This is an optimization exercise on Yosys and OpenROAD, whose aim is small area, a short achievable clock period and few clock cycles, not a production implementation. At most, simulation tests tie the RTL to the original design; equivalence was not proved. The RTL of run 4 was laid out without a check of its function. Power is estimated from default activity; no workload was simulated.

**flow/design.v**
```verilog
`timescale 1ns / 1ps
module control#(parameter m=3, w=220, h=220)(
    input rstn,clk,ready,
    input [(m*m)-1:0] kernel,
    output wire [15:0] img_addr,
    output wire img_rd,
    input [7:0] img_data,
    output wire res_valid,
    output wire [15:0] res_addr,
    output wire [7:0] out,
    output wire finish
    );
    localparam [15:0] ST_ROW   = 16'd220;               
    localparam [15:0] ST_COL   = 16'd1 - 16'd1540;      
    localparam [15:0] RS_SAME  = -16'd880 - 16'd221;    
    localparam [15:0] RS_PREV  = 16'd879 - 16'd221;     
    function [15:0] bk16(input [15:0] x, input [15:0] y);
        reg [15:0] g, p, G, P; integer i, d;
        begin
            g = x & y; p = x ^ y; G = g; P = p;
            for (d = 1; d < 16; d = d * 2)
                for (i = 2*d - 1; i < 16; i = i + 2*d) begin
                    G[i] = G[i] | (P[i] & G[i-d]); P[i] = P[i] & P[i-d];
                end
            for (d = 4; d >= 1; d = d / 2)
                for (i = 3*d - 1; i < 16; i = i + 2*d) begin
                    G[i] = G[i] | (P[i] & G[i-d]); P[i] = P[i] & P[i-d];
                end
            bk16 = p ^ {G[14:0], 1'b0};
        end
    endfunction
    function [11:0] bk12(input [11:0] x, input [11:0] y);
        reg [11:0] g, p, G, P; integer i, d;
        begin
            g = x & y; p = x ^ y; G = g; P = p;
            for (d = 1; d < 12; d = d * 2)
                for (i = 2*d - 1; i < 12; i = i + 2*d) begin
                    G[i] = G[i] | (P[i] & G[i-d]); P[i] = P[i] & P[i-d];
                end
            for (d = 4; d >= 1; d = d / 2)
                for (i = 3*d - 1; i < 12; i = i + 2*d) begin
                    G[i] = G[i] | (P[i] & G[i-d]); P[i] = P[i] & P[i-d];
                end
            bk12 = p ^ {G[10:0], 1'b0};
        end
    endfunction
    function [23:0] csa(input [11:0] x, input [11:0] y, input [11:0] z);
        integer i; reg [1:0] t;
        begin
            csa[23:12] = 12'd0;
            for (i = 0; i < 12; i = i + 1) begin
                t = x[i] + y[i] + z[i];
                csa[i] = t[0];
                if (i < 11) csa[13+i] = t[1];
            end
        end
    endfunction
    function [11:0] rca(input [11:0] x, input [11:0] y, input cin);
        integer i; reg [1:0] t;
        begin
            t[1] = cin;
            for (i = 0; i < 12; i = i + 1) begin
                t = x[i] + y[i] + t[1];
                rca[i] = t[0];
            end
        end
    endfunction
    function [11:0] add3(input [11:0] x, input [11:0] y, input [11:0] z);
        reg [23:0] c;
        begin
            c = csa(x, y, z);
            add3 = bk12(c[11:0], c[23:12]);
        end
    endfunction
    function [11:0] add4(input [11:0] w, input [11:0] x, input [11:0] y, input [11:0] z);
        reg [23:0] c, d;
        begin
            c = csa(w, x, y);
            d = csa(c[11:0], c[23:12], z);
            add4 = bk12(d[11:0], d[23:12]);
        end
    endfunction
    reg        run;
    reg        rd;
    reg [15:0] ra;
    reg [2:0]  rc;           
    reg [7:0]  cc;           
    reg        re;           
    reg        dum;          
    reg        last_strip;
    wire start     = ready & ~run;
    wire strip_end = dum & (rc == 3'd4);
    wire prelast   = ra[15] & ra[6] & ~ra[4] & ~ra[3];
    wire run_end   = last_strip & (cc == 8'd219) & (rc == 3'd3);
    wire [2:0] rc_nx = strip_end ? 3'd0 : rc + 3'd1;
    wire last_nx   = last_strip | (strip_end & prelast);
    assign img_rd   = rd;
    assign img_addr = ra;
    always @(posedge clk) begin
        if (!rstn) begin
            run <= 1'b0;
            rd  <= 1'b0;
        end else if (start) begin
            run <= 1'b1;
            rd  <= 1'b1;
        end else begin
            if (run_end) run <= 1'b0;
            rd <= run & ~run_end & ~(last_nx & rc_nx[2]);
        end
    end
    always @(posedge clk) begin
        if (start) begin
            ra <= 16'd0;
            rc <= 3'd0;
            cc <= 8'd0;
            re <= 1'b0;
            dum <= 1'b0;
            last_strip <= 1'b0;
        end else begin
            rc <= rc_nx;
            re <= (rc == 3'd6);
            ra <= bk16(ra, re ? ST_COL : ST_ROW);
            if (re) begin
                cc <= cc + 8'd1;
                dum <= (cc == 8'd219);
            end else if (strip_end) begin
                cc <= 8'd0;
                dum <= 1'b0;
            end
            last_strip <= last_nx;
        end
    end
    reg [15:0] rs;
    always @(posedge clk) rs <= bk16(ra, rc[2] ? RS_SAME : RS_PREV);
    assign res_addr = rs;
    wire rv = run & (rc >= 3'd2) & (cc >= 8'd2) & ~dum & ~(last_strip & rc[2]);
    reg [8:0] kr;
    always @(posedge clk) kr <= kernel;
    reg [7:0] sr [0:16];
    integer i;
    always @(posedge clk) begin
        sr[0] <= img_data;
        for (i = 1; i <= 16; i = i + 1) sr[i] <= sr[i-1];
    end
    wire [7:0] p2 = sr[0];
    wire [7:0] p1 = sr[8];
    wire [7:0] p0 = sr[16];
    wire [7:0] m0 = p0 & {8{kr[0]}}, m1 = p1 & {8{kr[1]}}, m2 = p2 & {8{kr[2]}};
    wire [7:0] m3 = p0 & {8{kr[3]}}, m4 = p1 & {8{kr[4]}}, m5 = p2 & {8{kr[5]}};
    wire [7:0] m6 = p0 & {8{kr[6]}}, m7 = p1 & {8{kr[7]}}, m8 = p2 & {8{kr[8]}};
    wire [11:0] s0 = add3(m0, m1, m2);
    wire [11:0] s1 = add4(a0, m3, m4, m5);
    wire [11:0] s2 = add4(a1, m6, m7, m8);
    reg [9:0]  a0;
    reg [10:0] a1;
    reg [11:0] ws;
    always @(posedge clk) begin
        a0 <= s0[9:0];
        a1 <= s1[10:0];
        ws <= s2;
    end
    wire [11:0] hl12 = rca({6'd0, ws[11:6]}, {6'd0, ws[5:0]}, 1'b0);
    wire [6:0] hl = hl12[6:0];
    reg  [3:0] f;
    always @* begin
        case (hl)
            7'd0: f = 4'd0;
            7'd1: f = 4'd0;
            7'd2: f = 4'd0;
            7'd3: f = 4'd0;
            7'd4: f = 4'd0;
            7'd5: f = 4'd0;
            7'd6: f = 4'd0;
            7'd7: f = 4'd0;
            7'd8: f = 4'd0;
            7'd9: f = 4'd1;
            7'd10: f = 4'd1;
            7'd11: f = 4'd1;
            7'd12: f = 4'd1;
            7'd13: f = 4'd1;
            7'd14: f = 4'd1;
            7'd15: f = 4'd1;
            7'd16: f = 4'd1;
            7'd17: f = 4'd1;
            7'd18: f = 4'd2;
            7'd19: f = 4'd2;
            7'd20: f = 4'd2;
            7'd21: f = 4'd2;
            7'd22: f = 4'd2;
            7'd23: f = 4'd2;
            7'd24: f = 4'd2;
            7'd25: f = 4'd2;
            7'd26: f = 4'd2;
            7'd27: f = 4'd3;
            7'd28: f = 4'd3;
            7'd29: f = 4'd3;
            7'd30: f = 4'd3;
            7'd31: f = 4'd3;
            7'd32: f = 4'd3;
            7'd33: f = 4'd3;
            7'd34: f = 4'd3;
            7'd35: f = 4'd3;
            7'd36: f = 4'd4;
            7'd37: f = 4'd4;
            7'd38: f = 4'd4;
            7'd39: f = 4'd4;
            7'd40: f = 4'd4;
            7'd41: f = 4'd4;
            7'd42: f = 4'd4;
            7'd43: f = 4'd4;
            7'd44: f = 4'd4;
            7'd45: f = 4'd5;
            7'd46: f = 4'd5;
            7'd47: f = 4'd5;
            7'd48: f = 4'd5;
            7'd49: f = 4'd5;
            7'd50: f = 4'd5;
            7'd51: f = 4'd5;
            7'd52: f = 4'd5;
            7'd53: f = 4'd5;
            7'd54: f = 4'd6;
            7'd55: f = 4'd6;
            7'd56: f = 4'd6;
            7'd57: f = 4'd6;
            7'd58: f = 4'd6;
            7'd59: f = 4'd6;
            7'd60: f = 4'd6;
            7'd61: f = 4'd6;
            7'd62: f = 4'd6;
            7'd63: f = 4'd7;
            7'd64: f = 4'd7;
            7'd65: f = 4'd7;
            7'd66: f = 4'd7;
            7'd67: f = 4'd7;
            7'd68: f = 4'd7;
            7'd69: f = 4'd7;
            7'd70: f = 4'd7;
            7'd71: f = 4'd7;
            7'd72: f = 4'd8;
            7'd73: f = 4'd8;
            7'd74: f = 4'd8;
            7'd75: f = 4'd8;
            7'd76: f = 4'd8;
            7'd77: f = 4'd8;
            7'd78: f = 4'd8;
            7'd79: f = 4'd8;
            7'd80: f = 4'd8;
            7'd81: f = 4'd9;
            7'd82: f = 4'd9;
            7'd83: f = 4'd9;
            7'd84: f = 4'd9;
            7'd85: f = 4'd9;
            7'd86: f = 4'd9;
            7'd87: f = 4'd9;
            7'd88: f = 4'd9;
            7'd89: f = 4'd9;
            7'd90: f = 4'd10;
            7'd91: f = 4'd10;
            7'd92: f = 4'd10;
            7'd93: f = 4'd10;
            7'd94: f = 4'd10;
            7'd95: f = 4'd10;
            7'd96: f = 4'd10;
            7'd97: f = 4'd10;
            7'd98: f = 4'd10;
            default: f = 4'd0;
        endcase
    end
    reg  [3:0] f_r;
    reg  [5:0] h_r;
    always @(posedge clk) begin
        f_r <= f;
        h_r <= ws[11:6];
    end
    reg [7:0] q_r;
    wire [11:0] h7 = rca({1'b0, h_r, 3'b0}, {2'b11, ~h_r}, 1'b1);
    wire [11:0] q  = rca(h7, {8'd0, f_r}, 1'b0);
    always @(posedge clk) q_r <= q[7:0];
    assign out = q_r;
    reg [4:0] vp;
    reg       fin;
    always @(posedge clk) begin
        if (!rstn) begin vp <= 0; fin <= 1'b0; end
        else begin vp <= {vp[3:0], rv}; fin <= vp[3] & ~vp[2] & ~run; end
    end
    assign res_valid = vp[4];
    assign finish = fin;
endmodule
```
**flow/flow/run.sh**
```bash
#!/bin/bash
# The standard layout (standard.sh: unchanged synthesis, floorplan, power
# grid, placement, CTS and routing), run with three settings of its own:
#  - port buffers made from buf_1 cells instead of the default buffer cell;
#  - a clock tree of clkbuf_8/clkbuf_16 cells in clusters of up to 30 sinks,
#    without dummy loads;
set -euo pipefail
export BUFFER_PORTS_ARGS="-buffer_cell sky130_fd_sc_hd__buf_1"
export CTS_ARGS="-sink_clustering_enable -repair_clock_nets -root_buf sky130_fd_sc_hd__clkbuf_16 -buf_list {sky130_fd_sc_hd__clkbuf_8 sky130_fd_sc_hd__clkbuf_16} -sink_clustering_size 30 -sink_clustering_max_diameter 100 -dont_use_dummy_load"
export SETUP_SLACK_MARGIN=9.2
bash standard.sh > standard.log 2>&1
```
**flow/standard.sh**
```bash
#!/bin/bash
# synth_recipe.tcl (not shown) runs the flow's synth.tcl, then flattens the netlist and writes it again
# the make line also repeats each setting of config.mk as NAME=value (left out here)
make -C /OpenROAD-flow-scripts/flow DESIGN_CONFIG=/design/flow/config.mk WORK_HOME=/design/flow/orfs CLKGATE_MAP_FILE= SYNTH_SCRIPT=/design/flow/synth_recipe.tcl "${@:-finish}"
```
**flow/config.mk**
```make
export PLATFORM = sky130hd
export DESIGN_NAME = control
export DESIGN_NICKNAME = control
export VERILOG_FILES = /design/flow/design.v
export SDC_FILE = /design/flow/constraint.sdc
export NUM_CORES = 4
export LEC_CHECK = 0
export CAP_MARGIN = 20
export CORE_MARGIN = 2
export CORE_UTILIZATION = 40
export SLEW_MARGIN = 20
```
**flow/constraint.sdc**
```tcl
create_clock -name core_clock -period 13.0 [get_ports {clk}]
set_input_delay 2.6000 -clock core_clock [delete_from_list [all_inputs] [get_ports {clk}]]
set_output_delay 2.6000 -clock core_clock [all_outputs]
set_load 0.01 [all_outputs]
```
==> results_dict.tcl, run 1 <==
set metrics [dict create \
    max_stage_delay_ns 0.46 \
    synth_compound_area_frac 0.0497 \
    cts_root_buf "clkbuf_16" \
    stdcell_area_sq_um 9960 \
    grt_pass1_wl_microns 22100 \
    gp_congestion 0.740 \
    drc 0 \
    cts_tree "done" \
    hp-class "reg2reg" \
    synth_area_leader_cell "dfxtp_1" \
    skew_ns 0.0437 \
    clock-sinks 250 \
    grt_max_degree 31 \
    ctsHtreeMaxLevel 1 \
    finalNonFillerCells 1085 \
    arrival_ns 1.10 \
    drt_pass1_iterations 4 \
    vdd_drop_max_uv 117 \
    yosys.area_share.simple 0.0920 \
    globalRouteOverflowTotal 0 \
    drtIter0Drc 134 \
    synthFlopType "dfxtp_1" \
    synthXorXnorAreaFrac 0.0280 \
    ios 63 \
    track_usage 0.113 \
    viasPerCell 4.42 \
    syn_to_final_growth_pct 9.73 \
    synth-seq-area-share 0.551 \
    met2_usage 0.178 \
    hold_viol_final 0 \
    start_util 0.405 \
    synth_mux_area_frac 0.00358 \
    start_kind "register" \
    period_minus_slack_ns 3.70 \
    drive_above_1_share 0.0325 \
    busiest_layer "met2" \
    clock_path_buffers 3 \
    use_met1 0.160 \
    cp_cell_sequence "buf_1" \
    slew_violations 0 \
    fmax_ghz 0.270 \
    r2r-start "re" \
    p_leak_nw 4.51 \
    rows 55 \
    grt_pass1_vias 4650 \
    synth_nets 884 \
    post-route-period-util 0.285 \
    async_reset_ff_frac 0 \
    hpwl_microns 9960 \
    syn_area_sq_um 9080 \
    tns_ns 0 \
    synth-edff-count 0 \
    ctsHoldBuffers 0 \
    finalNetCount 955 \
    synth.top_cell.area_share 0.551 \
    whs_path_depth 0 \
    cts_setup_buffers 0 \
    max_cap_violations 0 \
    num_vias 4798 \
    die_h_microns 155 \
    portBuffers 62 \
    synth_area_per_cell_sq_um 12.4 \
    hold_start "sr[6][7]" \
    wl_microns 13200 \
    die-area_sq_um 23900 \
    antenna_found_initial 0 \
    postRouteAntennaNets 0 \
    postCtsResizedCells 0 \
    placed_cells 1073 \
    tightestPinTransition_ns 0.758 \
    rr_worst_depth 12 \
    crit_cells 1 \
    cp_top_family "flip-flops" \
    power_mw 2.12 \
    startpoint "ra[15]" \
    path_buf_inv 1 \
    outcome "no timing/DRC/antenna violations" \
    die_x_microns 155 \
    synth_top_family_by_area "adder cells" \
    synth_warnings 2 \
    clkTransAtPathRegs_ns 0.11 \
    crit_fanout 4 \
    path_class "reg2out" \
    slowest_stage "dfxtp_1" \
    crit_path_end_kind "output port" \
    grt.met3_usage 0.0210 \
    placed_cell_area_sq_um 9660 \
    synthCells 731 \
    synthAdderAreaFrac 0.238 \
    cp.required_ns 10.40 \
    clk_latency_ns 0.48 \
    numCtsBuffers 12 \
    power.density_nw_per_um2 213 \
    rsz0062_at_grt "false" \
    num_antenna_cells 0 \
    netlist_top_cells_area "dfxtp_1, fa_1, ha_1" \
    core_area_sq_um 22400 \
    maxSlewHeadroom 0.494 \
    finalSetupViolCount 0 \
    synth.distinct_cells 47 \
    synth_seq_cells 250 \
    wl_per_cell_microns 12.1 \
]
synth_stat cells (2+ instances only):
cell type    n
a21oi_1     19
xor2_1      11
o21ai_0     13
inv_1       84
xnor2_1     18
and2_1      65
fa_1        66
clkbuf_1     7
nand2_1     35
a21o_1      11
nor2b_1      4
nand3_1      5
a211oi_1     2
nor2_1      22
o211ai_1     2
o311ai_0     2
mux2_2       2
nand2b_1     3
a21boi_0     3
a31oi_1      3
and3_1       2
nor4_1       4
nand3b_1     3
ha_1        67
a31o_2       2
o21a_1       2
nor3_1       3
or2_2        3
dfxtp_1    250
report_power, final:
group | internal (mW) | switching (mW) | leakage (nW)
Combinational | 0.342 | 0.407 | 2.27
Clock | 0.167 | 0.218 | 0.148
Sequential | 0.911 | 0.0791 | 2.10
Total | 1.42 | 0.705 | 4.51
area by class of cell:
class                           instances  area, sq um
Inverter                               84          315
Tap cell                              285          357
Fill cell                            2110        12500
Multi-Input combinational cell        390         3730
Clock buffer                           12          300
Sequential cell                       250         5010
Timing Repair Buffer                   64          248
flip-flops by register name, indices dropped and copies added (netlist names):
register and count:
cc 8, rc 3, fin 1, kr 9, sr 136, h_r 6
dum 1, run 1, rd 1, re 1, vp 5, a1 11
q_r 8, ra 16, rs 16, ws 12, f_r 4, a0 10
last_strip 1
final timing paths:
path,end,slack [ns]
min reg2reg,sr[7][7],0.27
max,img_addr[15],9.30
min,sr[7][7],0.27
max reg2reg,ra[15],9.50
metrics by stage:
step / hold WS (ns) / util / worst slack [ns]
finish: 0.274 / 0.444 / 9.30
CTS: 0.273 / 0.444 / 9.23
global route: 0.268 / 0.444 / 9.21
detailed placement: 0.312 / 0.431 / 9.44
global placement: 0.310 / 0.431 / 9.51
floorplan: 0.310 / - / 9.56
cells in the final DEF (no fill, tap or decap), types with 3 or more instances in the layout:
master	count
nor4_1	4
nor2b_1	4
dfxtp_2	4
clkbuf_16	12
nand3_1	5
dfxtp_1	246
nor2_1	22
nor3_1	3
inv_1	84
nand3b_1	3
xor2_1	11
nand2b_1	3
or2_2	3
ha_1	67
fa_1	66
a31oi_1	3
xnor2_1	18
nand2_1	35
o21ai_0	13
a21o_1	11
buf_1	62
and2_1	65
a21oi_1	19
routing by layer:
metal | part of all wire | up-vias | wire (microns)
met5 | 0 | - | 0
met4 | 0.022 | 0 | 291
met3 | 0.034 | 18 | 448
met2 | 0.43 | 64 | 5640
met1 | 0.52 | 2260 | 6790
li1 | - | 2456 | -
cell families (layout without fill, tap and decap cells):
kind of cell	Yosys count	in the layout
flops	250	250
simple gates	156	156
fa+ha+maj	133	133
buf+inv	91	160
compound gates	69	69
xor+xnor	29	29
mux	3	3
Testbench counts, summed over its fixed seeds: cycles 391,812.
==> run 2: changes to the inputs <==
--- a/flow/flow/run.sh
+++ b/flow/flow/run.sh
@@ -9,3 +9,3 @@
 export CTS_ARGS="-sink_clustering_enable -repair_clock_nets -root_buf sky130_fd_sc_hd__clkbuf_16 -buf_list {sky130_fd_sc_hd__clkbuf_8 sky130_fd_sc_hd__clkbuf_16} -sink_clustering_size 30 -sink_clustering_max_diameter 100 -dont_use_dummy_load"
-export SETUP_SLACK_MARGIN=9.2
+export SETUP_SLACK_MARGIN=9.4
 bash standard.sh > standard.log 2>&1
==> run 2 against run 1 <==
Hold slack got worse by 0.0015 ns. Final cell count grew 1.8%. Non-clock buffer count rose by 19. Via count up 1.9%. Register-to-register slack better by 0.07 ns. Worst setup slack improved by 0.15 ns. Design area increased by 2.4%. Total power increased by 2.4%. Sequential cell count stayed put. Critical path type unchanged. Critical endpoint is now img_addr[5]. Largest cell class unchanged.
==> results_dict.tcl, run 2 <==
set metrics [dict create \
    synth_top_family_by_area "adder cells" \
    slew_violations 0 \
    start_util 0.405 \
    biggestRegsByFlops "sr (136), ra (16), rs (16)" \
    busiest_layer "met2" \
    wl_microns 13400 \
    ctsHtreeMaxLevel 1 \
    grt_max_degree 31 \
    synth-edff-count 0 \
    synthAdderAreaFrac 0.238 \
    max_cap_violations 0 \
    maxSlewHeadroom 0.497 \
    die_h_microns 155 \
    synthXorXnorAreaFrac 0.0280 \
    numCtsBuffers 12 \
    synthFlopType "dfxtp_1" \
    drive_above_1_share 0.0940 \
    crit_path_end_kind "output port" \
    synth_warnings 2 \
    portBuffers 62 \
    yosys.area_share.simple 0.0920 \
    drc 0 \
    synth-seq-area-share 0.551 \
    yosysMostFrequentCell "dfxtp_1" \
    multi_input_area_sq_um 3740 \
    outcome "no timing/DRC/antenna violations" \
    rsz0062_at_grt "true" \
    max_stage_delay_ns 0.36 \
    finalSetupViolCount 0 \
    grt.met3_usage 0.0210 \
    clk_latency_ns 0.48 \
    synth_common_cells "dfxtp_1, inv_1, ha_1" \
    vdd_drop_max_uv 117 \
    synth_area_per_cell_sq_um 12.4 \
    power_mw 2.17 \
    cp.required_ns 10.40 \
    num_vias 4887 \
    viasPerCell 4.43 \
    post-route-period-util 0.273 \
    finalNetCount 974 \
    cts_root_buf "clkbuf_16" \
    postRouteAntennaNets 0 \
    fillers 2080 \
    seqPwrFrac 0.451 \
    ios 63 \
    fmax_ghz 0.281 \
    grt_pass1_vias 4738 \
    pre_cts_slack_ns 9.44 \
    regArea_sq_um 5050 \
    clock_path_buffers 3 \
    drtIter0Drc 121 \
    tns_ns 0 \
    path_class "reg2out" \
    synth_compound_area_frac 0.0497 \
    wl_per_cell_microns 12.2 \
    skew_ns 0.0444 \
    synth_nets 884 \
    cp_cell_sequence "buf_2" \
    cp_top_family "flip-flops" \
    worst_hold_slack_ns 0.272 \
    netlist_top_cells_area "dfxtp_1, fa_1, ha_1" \
    swShare 0.328 \
    drt_pass1_iterations 6 \
    clkTransAtPathRegs_ns 0.11 \
    grt_pass1_wl_microns 22500 \
    power.density_nw_per_um2 213 \
    worst_slack_ns 9.45 \
    regMostFlops "sr" \
    num_antenna_cells 0 \
    p_leak_nw 4.69 \
    use_met1 0.163 \
    clock-sinks 250 \
    antenna_found_initial 0 \
    synth.distinct_cells 47 \
    die-area_sq_um 23900 \
    crit_fanout 3 \
    path_buf_inv 1 \
    synth_mux_area_frac 0.00358 \
    syn_area_sq_um 9080 \
    core_area_sq_um 22400 \
    synthCells 731 \
    rows 55 \
    hp-class "reg2reg" \
    tightestPinTransition_ns 0.754 \
    gp_congestion 0.740 \
    globalRouteOverflowTotal 0 \
    p_int_mw 1.46 \
    final_cell_mix "dfxtp_1, inv_1, ha_1, and2_1, fa_1" \
    largest_reg_flops 136 \
    period_minus_slack_ns 3.55 \
    hpwl_microns 9960 \
    cts_tree "done" \
    slowest_stage "dfxtp_2" \
    start_kind "register" \
    synth.top_cell.area_share 0.551 \
    met2_usage 0.183 \
    switchingPower_mw 0.714 \
    hold_viol_final 0 \
    arrival_ns 0.95 \
    async_reset_ff_frac 0 \
    synth_area_leader_cell "dfxtp_1" \
    syn_to_final_growth_pct 12.4 \
    pwr-share-comb 0.372 \
    layout_commonest_cell "dfxtp_1" \
    synth_seq_cells 250 \
    die_x_microns 155 \
    p_clk_frac 0.177 \
    track_usage 0.115 \
]
run 2: layout make-up:
type                            count  area share
Inverter                           84      0.0309
Sequential cell                   250       0.495
Tap cell                          285      0.0349
Multi-Input combinational cell    390       0.367
Clock buffer                       12      0.0294
Timing Repair Buffer               83      0.0433
run 2: metal layers:
| layer | vias to the layer above | part of all wire |
|---|---|---|
| met4 | 0 | 0.022 |
| met2 | 67 | 0.44 |
| li1 | 2495 | - |
| met3 | 18 | 0.035 |
| met1 | 2307 | 0.51 |
| met5 | - | 0 |
run 2: stage by stage:
| step | util | instance area, sq um | instances |
|---|---|---|---|
| finish | 0.455 | 10200 | 1104 |
| global route | 0.455 | 10200 | 1104 |
| CTS | 0.450 | 10100 | 1095 |
| detailed placement | 0.431 | 9660 | 1073 |
| global placement | 0.431 | 9660 | 1073 |
| floorplan | - | 9080 | 731 |
run 2: power groups by stage:
stage                     Clock, mW  Sequential, mW  Combinational (mW)
after floorplan                   0            1.01               0.570
after global placement            0            1.01               0.733
after detailed placement          0            1.01               0.759
after CTS                     0.404           0.986               0.799
after global routing          0.428           0.997               0.948
final                         0.385           0.981               0.808
run 2: logic make-up (layout without fill, tap and decap cells):
group	count (synthesis)	count (layout)
buffers and inverters	91	179
flip-flops	250	250
adder cells (fa/ha/maj)	133	133
XOR/XNOR	29	29
multiplexers	3	3
AO/OA/AOI/OAI	69	69
AND/OR/NAND/NOR	156	156
run 2: timing repair:
action	in CTS	in global routing
hold buffers	0	0
endpoints found under the hold margin	0	0
setup endpoints to repair	16	15
pin swaps	0	3
setup buffers	10	9
gates resized for setup	41	13
cloned	0	0
run 2: worst paths after layout:
check           endpoint  cells past startpoint  slack [ns]     start
max          img_addr[5]                      1        9.45     ra[5]
min reg2reg     sr[7][7]                      0        0.27  sr[6][7]
min             sr[7][7]                      0        0.27  sr[6][7]
max reg2reg        a1[9]                     13        9.57     kr[4]
==> run 3: changes to the inputs <==
--- a/flow/design.v
+++ b/flow/design.v
@@ -138,11 +138,7 @@
     always @(posedge clk) kr <= kernel;
-    reg [7:0] sr [0:16];
-    integer i;
-    always @(posedge clk) begin
-        sr[0] <= img_data;
-        for (i = 1; i <= 16; i = i + 1) sr[i] <= sr[i-1];
-    end
-    wire [7:0] p2 = sr[0];
-    wire [7:0] p1 = sr[8];
-    wire [7:0] p0 = sr[16];
+    reg [8*17-1:0] sr;
+    always @(posedge clk) sr <= {sr[8*16-1:0], img_data};
+    wire [7:0] p2 = sr[7:0];
+    wire [7:0] p1 = sr[8*8 +: 8];
+    wire [7:0] p0 = sr[8*16 +: 8];
     wire [7:0] m0 = p0 & {8{kr[0]}}, m1 = p1 & {8{kr[1]}}, m2 = p2 & {8{kr[2]}};
--- a/flow/flow/run.sh
+++ b/flow/flow/run.sh
@@ -9,3 +9,3 @@
 export CTS_ARGS="-sink_clustering_enable -repair_clock_nets -root_buf sky130_fd_sc_hd__clkbuf_16 -buf_list {sky130_fd_sc_hd__clkbuf_8 sky130_fd_sc_hd__clkbuf_16} -sink_clustering_size 30 -sink_clustering_max_diameter 100 -dont_use_dummy_load"
-export SETUP_SLACK_MARGIN=9.4
+export SETUP_SLACK_MARGIN=9.3
 bash standard.sh > standard.log 2>&1
==> run 3 against run 2 <==
Design area decreased by 1.0%. Final cell count about the same. Still clean on timing, DRC and antenna. Worst setup slack got worse by 0.10 ns. Clock skew decreased by 0.011 ns. Critical endpoint is now img_addr[9].
==> results_dict.tcl, run 3 <==
set metrics [dict create \
    drtIter0Drc 157 \
    power.density_nw_per_um2 214 \
    drt_pass1_iterations 4 \
    regMostFlops "sr" \
    rows 55 \
    start_kind "register" \
    synth.distinct_cells 50 \
    synth_warnings 1 \
    r2r-start "kr[4]" \
    core_area_sq_um 22600 \
    synthFlopType "dfxtp_1" \
    regArea_sq_um 5040 \
    hpwl_microns 10300 \
    globalRouteOverflowTotal 0 \
    largest_reg_flops 136 \
    synth_area_leader_cell "dfxtp_1" \
    wl_per_cell_microns 12.5 \
    reg2reg_slack_ns 9.70 \
    fmax_ghz 0.273 \
    ctsHtreeMaxLevel 1 \
    drc 0 \
    numCtsBuffers 12 \
    whs_path_depth 0 \
    die_h_microns 156 \
    drive_above_1_share 0.0465 \
    grt_max_degree 31 \
    maxSlewHeadroom 0.522 \
    skew_ns 0.0338 \
    ctsHoldBuffers 0 \
    power_mw 2.16 \
    clock-sinks 250 \
    cp_top_family "flip-flops" \
    num_antenna_cells 0 \
    clkTransAtPathRegs_ns 0.11 \
    max_cap_violations 0 \
    synth-seq-area-share 0.545 \
    hold_start "sr[55]" \
    path_buf_inv 1 \
    hold_viol_final 0 \
    antenna_found_initial 0 \
    die_x_microns 156 \
    multi_input_area_sq_um 3810 \
    tns_ns 0 \
    p_leak_nw 4.52 \
    fillers 2143 \
    hp-class "reg2reg" \
    num_vias 4980 \
    grt_pass1_vias 4716 \
    ios 63 \
    period_minus_slack_ns 3.66 \
    syn_area_sq_um 9190 \
    viasPerCell 4.51 \
    rr_worst_depth 11 \
    cts_tree "done" \
    synth_nets 901 \
    grt_pass1_wl_microns 22900 \
    layout_commonest_cell "dfxtp_1" \
    max_stage_delay_ns 0.43 \
    outcome "no timing/DRC/antenna violations" \
    arrival_ns 1.06 \
    die-area_sq_um 24200 \
    slowest_stage "dfxtp_4" \
    rsz0062_at_grt "true" \
    r2r_end "a1[9]" \
    synth_common_cells "dfxtp_1, inv_1, ha_1" \
    synthCells 748 \
    biggestRegsByFlops "sr (136), ra (16), rs (16)" \
    postRouteAntennaNets 0 \
    slew_violations 0 \
    crit_fanout 10 \
    syn_to_final_growth_pct 9.91 \
    clk_latency_ns 0.47 \
    synth_area_per_cell_sq_um 12.3 \
    cp_cell_sequence "buf_1" \
    portBuffers 62 \
    cp.required_ns 10.40 \
    netlist_top_cells_area "dfxtp_1, fa_1, ha_1" \
    wl_microns 13800 \
    synth-edff-count 0 \
    yosysMostFrequentCell "dfxtp_1" \
    final_cell_mix "dfxtp_1, inv_1, ha_1, fa_1, and2_1" \
    cts_root_buf "clkbuf_16" \
    cts_setup_buffers 0 \
    crit_path_end_kind "output port" \
    gp_congestion 0.761 \
    clock_path_buffers 3 \
    synth.top_cell.area_share 0.545 \
    post-route-period-util 0.281 \
    finalNetCount 973 \
    async_reset_ff_frac 0 \
    track_usage 0.116 \
    path_class "reg2out" \
    finalSetupViolCount 0 \
    min_to "sr[63]" \
    tightestPinTransition_ns 0.699 \
    start_util 0.407 \
    synth_seq_cells 250 \
    vdd_drop_max_uv 115 \
]
==> run 3: changes by cell type after synthesis, moves of 3 or more <==
cell / before / now
maj3_1: 0 / 3
inv_1: 84 / 89
a21o_1: 11 / 5
nand2_1: 35 / 40
nor2_1: 22 / 26
==> run 3: kinds of logic (layout without fill, tap and decap cells) <==
kind of cell / Yosys count / in the layout / share of synthesized area
flip-flops: 250 / 250 / 0.545
multiplexers: 4 / 4 / 0.00463
buffers and inverters: 96 / 166 / 0.0400
AND/OR/NAND/NOR: 168 / 168 / 0.0971
AO/OA/AOI/OAI: 65 / 65 / 0.0475
XOR/XNOR: 29 / 29 / 0.0276
adder cells (fa/ha/maj): 136 / 136 / 0.238
==> run 3: metal layers <==
layer / global-route usage / share of wire / up-vias
li1: - / - / 2523
met1: 0.168 / 0.52 / 2379
met2: 0.184 / 0.44 / 62
met3: 0.0172 / 0.027 / 16
met4: 0.0288 / 0.021 / 0
met5: 0 / 0 / -
==> run 3: worst max path at each step <==
stage | start | end | slack (ns) | cells after the start
floorplan | ready | cc[0] | 9.54 | 4
global placement | ready | rd | 9.57 | 5
detailed placement | rstn | vp[0] | 9.54 | 4
CTS | ra[9] | img_addr[9] | 9.27 | 1
global route | ra[9] | img_addr[9] | 9.28 | 1
finish | ra[9] | img_addr[9] | 9.34 | 1
==> run 3: cell type report <==
cell class / count / area share
clock buffers: 12 / 0.0297
flip-flops and latches: 250 / 0.499
well taps: 285 / 0.0353
repair buffers: 65 / 0.0253
multi-input cells: 402 / 0.378
inverters: 89 / 0.0331
==> run 3: repair_timing <==
item / CTS / global route
resized for setup: 11 / 8
endpoints found under the setup margin: 11 / 8
cloned: 0 / 0
hold endpoints to repair: 0 / 0
==> run 3: power by group <==
group	switching, mW	internal, mW
Combinational	0.425	0.352
Clock	0.220	0.167
Sequential	0.0771	0.916
Total	0.722	1.44
==> run 3: metrics by stage <==
stage / hold slack [ns] / setup WS [ns] / std cells / util / cell area, sq um
finish: 0.300 / 9.34 / 1103 / 0.447 / 10100
global route: 0.298 / 9.28 / 1103 / 0.447 / 10100
CTS: 0.302 / 9.27 / 1103 / 0.447 / 10100
detailed placement: 0.312 / 9.54 / 1091 / 0.433 / 9770
global placement: 0.310 / 9.57 / 1091 / 0.433 / 9770
floorplan: 0.310 / 9.54 / 748 / - / 9190
Testbench counts of run 3, summed over its fixed seeds: cycles 391,812.
==> run 4: changes to the inputs <==
--- a/flow/design.v
+++ b/flow/design.v
@@ -14,4 +14,4 @@
     localparam [15:0] ST_COL   = 16'd1 - 16'd1540;      
-    localparam [15:0] RS_SAME  = -16'd880 - 16'd221;    
-    localparam [15:0] RS_PREV  = 16'd879 - 16'd221;     
+    localparam [15:0] RS_SAME  = -16'd660 - 16'd221;    
+    localparam [15:0] RS_PREV  = 16'd1099 - 16'd221;    
     function [15:0] bk16(input [15:0] x, input [15:0] y);
@@ -47,20 +47,5 @@
     function [23:0] csa(input [11:0] x, input [11:0] y, input [11:0] z);
-        integer i; reg [1:0] t;
-        begin
-            csa[23:12] = 12'd0;
-            for (i = 0; i < 12; i = i + 1) begin
-                t = x[i] + y[i] + z[i];
-                csa[i] = t[0];
-                if (i < 11) csa[13+i] = t[1];
-            end
-        end
-    endfunction
-    function [11:0] rca(input [11:0] x, input [11:0] y, input cin);
-        integer i; reg [1:0] t;
-        begin
-            t[1] = cin;
-            for (i = 0; i < 12; i = i + 1) begin
-                t = x[i] + y[i] + t[1];
-                rca[i] = t[0];
-            end
+        begin
+            csa[11:0]  = x ^ y ^ z;
+            csa[23:12] = ((x & y) | (x & z) | (y & z)) << 1;
         end
@@ -82,2 +67,3 @@
     endfunction
+    reg        ready_r;
     reg        run;
@@ -90,3 +76,3 @@
     reg        last_strip;
-    wire start     = ready & ~run;
+    wire start     = ready_r & ~run;
     wire strip_end = dum & (rc == 3'd4);
@@ -98,2 +84,3 @@
     assign img_addr = ra;
+    always @(posedge clk) ready_r <= ready;
     always @(posedge clk) begin
@@ -133,3 +120,3 @@
     reg [15:0] rs;
-    always @(posedge clk) rs <= bk16(ra, rc[2] ? RS_SAME : RS_PREV);
+    always @(posedge clk) rs <= bk16(ra, (rc[2] | (rc[1] & rc[0])) ? RS_SAME : RS_PREV);
     assign res_addr = rs;
@@ -138,7 +125,11 @@
     always @(posedge clk) kr <= kernel;
-    reg [8*17-1:0] sr;
-    always @(posedge clk) sr <= {sr[8*16-1:0], img_data};
-    wire [7:0] p2 = sr[7:0];
-    wire [7:0] p1 = sr[8*8 +: 8];
-    wire [7:0] p0 = sr[8*16 +: 8];
+    reg [7:0] sr [0:16];
+    integer i;
+    always @(posedge clk) begin
+        sr[0] <= img_data;
+        for (i = 1; i <= 16; i = i + 1) sr[i] <= sr[i-1];
+    end
+    wire [7:0] p2 = sr[0];
+    wire [7:0] p1 = sr[8];
+    wire [7:0] p0 = sr[16];
     wire [7:0] m0 = p0 & {8{kr[0]}}, m1 = p1 & {8{kr[1]}}, m2 = p2 & {8{kr[2]}};
@@ -157,4 +148,3 @@
     end
-    wire [11:0] hl12 = rca({6'd0, ws[11:6]}, {6'd0, ws[5:0]}, 1'b0);
-    wire [6:0] hl = hl12[6:0];
+    wire [6:0] hl = ws[11:6] + ws[5:0];
     reg  [3:0] f;
@@ -264,14 +254,6 @@
     end
-    reg  [3:0] f_r;
-    reg  [5:0] h_r;
-    always @(posedge clk) begin
-        f_r <= f;
-        h_r <= ws[11:6];
-    end
     reg [7:0] q_r;
-    wire [11:0] h7 = rca({1'b0, h_r, 3'b0}, {2'b11, ~h_r}, 1'b1);
-    wire [11:0] q  = rca(h7, {8'd0, f_r}, 1'b0);
-    always @(posedge clk) q_r <= q[7:0];
+    always @(posedge clk) q_r <= {ws[11:6], 3'b0} - ws[11:6] + f;
     assign out = q_r;
-    reg [4:0] vp;
+    reg [3:0] vp;
     reg       fin;
@@ -279,5 +261,5 @@
         if (!rstn) begin vp <= 0; fin <= 1'b0; end
-        else begin vp <= {vp[3:0], rv}; fin <= vp[3] & ~vp[2] & ~run; end
-    end
-    assign res_valid = vp[4];
+        else begin vp <= {vp[2:0], rv}; fin <= vp[2] & ~vp[1] & ~run; end
+    end
+    assign res_valid = vp[3];
     assign finish = fin;
==> flow/flow/run.sh (replaced) <==
#!/bin/bash
# Standard ORFS layout (the standard.sh, unchanged synthesis), with
# buf_2 port buffers and a smaller clock tree.
set -euo pipefail
export BUFFER_PORTS_ARGS="-buffer_cell sky130_fd_sc_hd__buf_2"
export CTS_ARGS="-sink_clustering_enable -repair_clock_nets -root_buf sky130_fd_sc_hd__clkbuf_16 -buf_list {sky130_fd_sc_hd__clkbuf_8 sky130_fd_sc_hd__clkbuf_16} -sink_clustering_size 30 -sink_clustering_max_diameter 100 -dont_use_dummy_load"
export SETUP_SLACK_MARGIN=9.3
bash standard.sh > standard.log 2>&1
==> run 4 against run 3 <==
Still clean. Critical path depth up 16. Utilization is 1.6 points higher. Die area down 0.17%. Clock-buffer cell count is the same. Critical path type is now reg2reg. Highest routed layer unchanged.
==> results_dict.tcl, run 4 <==
set metrics [dict create \
    outcome "no timing/DRC/antenna violations" \
    ctsHoldBuffers 0 \
    dr.max_layer_used "met4" \
    viasPerCell 4.59 \
    wl_met3_microns 391 \
    hpwl_microns 11300 \
    clk_latency_ns 0.49 \
    crit_fanout 7 \
    fmax_ghz 0.271 \
    seqPwrFrac 0.356 \
    antenna_found_initial 0 \
    drive_above_1_share 0.166 \
    drt_pass1_iterations 4 \
    tightestPinTransition_ns 0.933 \
    hold_start "sr[13][4]" \
    max_cap_violations 0 \
    layout_commonest_cell "dfxtp_1" \
    synthFlopType "dfxtp_1" \
    ctsHtreeMaxLevel 1 \
    wl_per_cell_microns 13.3 \
    synth_nets 930 \
    maxSlewHeadroom 0.375 \
    core_area_sq_um 22600 \
    path_class "reg2reg" \
    hold_viol_final 0 \
    p_clk_frac 0.143 \
    start_util 0.406 \
    power.density_nw_per_um2 256 \
    post-route-period-util 0.284 \
    slew_violations 0 \
    die_x_microns 155 \
    numCtsBuffers 12 \
    cp.required_ns 13.41 \
    syn_area_sq_um 9170 \
    finalNetCount 1018 \
    syn_to_final_growth_pct 14.0 \
    regMostFlops "sr" \
    synth.top_cell.area_share 0.524 \
    cts_root_buf "clkbuf_16" \
    clock-sinks 240 \
    wl_met2_microns 7060 \
    synth-seq-area-share 0.524 \
    grt_pass1_wl_microns 25100 \
    skew_ns 0.0722 \
    switchingPower_mw 0.979 \
    placed_cell_area_sq_um 9880 \
    r2r_end "q_r[7]" \
    postRouteAntennaNets 0 \
    async_reset_ff_frac 0 \
    cp_cell_sequence "ha_4, inv_1, fa_2, nand2b_4, a21oi_4, xor2_4, or2_4, nor3_1, o32a_1, ha_1, ha_2, fa_2, a21o_1, a21oi_2, o21bai_1, a21oi_1, xnor2_1" \
    reg2reg_slack_ns 9.31 \
    startpoint "ws[6]" \
    wl_met1_microns 7380 \
    whs_path_depth 0 \
    synth_seq_cells 240 \
    num_antenna_cells 0 \
    drtIter0Drc 186 \
    ios 63 \
    synth_area_leader_cell "dfxtp_1" \
    die-area_sq_um 24200 \
    r2r-start "ws[6]" \
    clock_path_buffers 3 \
    min_to "sr[14][4]" \
    largest_reg_flops 136 \
    vdd_drop_max_uv 148 \
    clkTransAtPathRegs_ns 0.11 \
    synth-edff-count 0 \
    crit_top_cell "fa_2" \
    track_usage 0.128 \
    pwr-share-comb 0.501 \
    num_vias 5239 \
    finalSetupViolCount 0 \
    rr_worst_depth 17 \
    wl_microns 15200 \
    synthCells 771 \
    start_kind "register" \
    crit_path_end_kind "register" \
    worst_hold_slack_ns 0.330 \
    rsz0062_at_grt "true" \
    synth.distinct_cells 56 \
    period_minus_slack_ns 3.69 \
    die_h_microns 155 \
    synth_common_cells "dfxtp_1, inv_1, ha_1" \
    swShare 0.366 \
    grt_pass1_vias 5103 \
    cts_tree "done" \
    synth_warnings 2 \
    slowest_stage "dfxtp_4" \
    tns_ns 0 \
    portBuffers 62 \
    yosysMostFrequentCell "dfxtp_1" \
    biggestRegsByFlops "sr (136), ra (16), rs (16)" \
    globalRouteOverflowTotal 0 \
    utilization 0.463 \
    arrival_ns 4.10 \
    rows 55 \
    stdcell_area_sq_um 10500 \
    p_int_mw 1.69 \
    drc 0 \
    gp_congestion 0.798 \
    max_stage_delay_ns 0.38 \
    final_cell_mix "dfxtp_1, inv_1, ha_1, buf_2, fa_1" \
    hp-class "reg2reg" \
    netlist_top_cells_area "dfxtp_1, fa_1, ha_1" \
    grt_max_degree 31 \
    p_leak_nw 4.86 \
    synth_area_per_cell_sq_um 11.9 \
]
## run 4: worst max-delay path by stage
stage	endpoint	slack, ns
after CTS	img_addr[4]	9.31
after floorplan	q_r[7]	9.30
after global routing	q_r[7]	9.11
after global placement	q_r[7]	9.17
final	q_r[7]	9.31
after detailed placement	rs[15]	9.08
## run 4: worst max-delay path, delay by kind of cell (launching register included)
kind | cells | cell delay (ns)
simple gates | 3 | 0.42
compound gates | 6 | 1.10
buf+inv | 1 | 0.04
flops | 1 | 0.38
xor+xnor | 2 | 0.36
fa+ha+maj | 5 | 1.33
## run 4: layer usage
layer  up-vias  global-route usage
met4         0              0.0363
li1       2640                   -
met3        19              0.0189
met5         -                   0
met2        57               0.214
met1      2523               0.173
## run 4: cells by family after synthesis
family	after synthesis	share of synthesized area
mux	1	0.00123
buf+inv	99	0.0407
fa+ha+maj	140	0.240
xor+xnor	38	0.0363
flops	240	0.524
compound gates	77	0.0572
simple gates	176	0.101
## run 4: power groups by stage
| stage | Combinational (mW) | Clock (mW) | Sequential, mW |
|---|---|---|---|
| finish | 1.34 | 0.382 | 0.952 |
| detailed placement | 1.18 | 0 | 0.964 |
| floorplan | 0.891 | 0 | 0.969 |
| global route | 1.52 | 0.427 | 0.965 |
| global placement | 1.15 | 0 | 0.964 |
| CTS | 1.24 | 0.405 | 0.955 |
## run 4: area by class of cell
cell class              count  area [sq um]
multi-input cells         432          4170
clock buffers              12           300
inverters                  95           360
repair buffers             78           430
flip-flops and latches    240          4840
well taps                 285           357
fillers                  2038         12100
## run 4: metrics by stage
step                power [mW]  instances  setup WS (ns)
floorplan                 1.86        771           9.30
global placement          2.12       1115           9.17
detailed placement        2.14       1115           9.08
CTS                       2.60       1128           9.31
global route              2.91       1142           9.11
finish                    2.67       1142           9.31
## run 4: what timing repair did
action	in CTS	in global routing
buffers inserted	1	14
pin swaps	4	1
resized for setup	27	15
setup endpoints to repair	17	14

## static timing again, ports no longer ideal
No port has a modelled driver above. Below, the same layouts with a new extraction and two added sets of constraints. Step 1: set_driving_cell puts a clkbuf_16 on clk and a buf_2 on each other input, an assumption about the parent block. Step 2 adds t to the input delays and takes it off the output delays; t is the mean of the earliest and latest rising clock arrival at the registers after step 1. Input paths then give back, and output paths get back, about the clock's delay inside the block. Slacks: no drivers / after step 1 / after step 2; pairs: no drivers / after step 1.
run | t, ns | setup slack, ns | hold WS [ns] | slew at the worst register clock pin (ns)
run 1 | 0.508 | 9.295 / 9.252 / 9.495 | 0.274 / 0.274 / 0.274 | 0.11 / 0.11
run 2 | 0.507 | 9.447 / 9.404 / 9.547 | 0.272 / 0.272 / 0.272 | 0.11 / 0.11
run 3 | 0.498 | 9.343 / 9.297 / 9.549 | 0.300 / 0.300 / 0.300 | 0.11 / 0.11
run 4 | 0.494 | 9.310 / 9.285 / 9.310 | 0.330 / 0.330 / 0.330 | 0.11 / 0.11
After both steps every run listed still meets setup and hold.
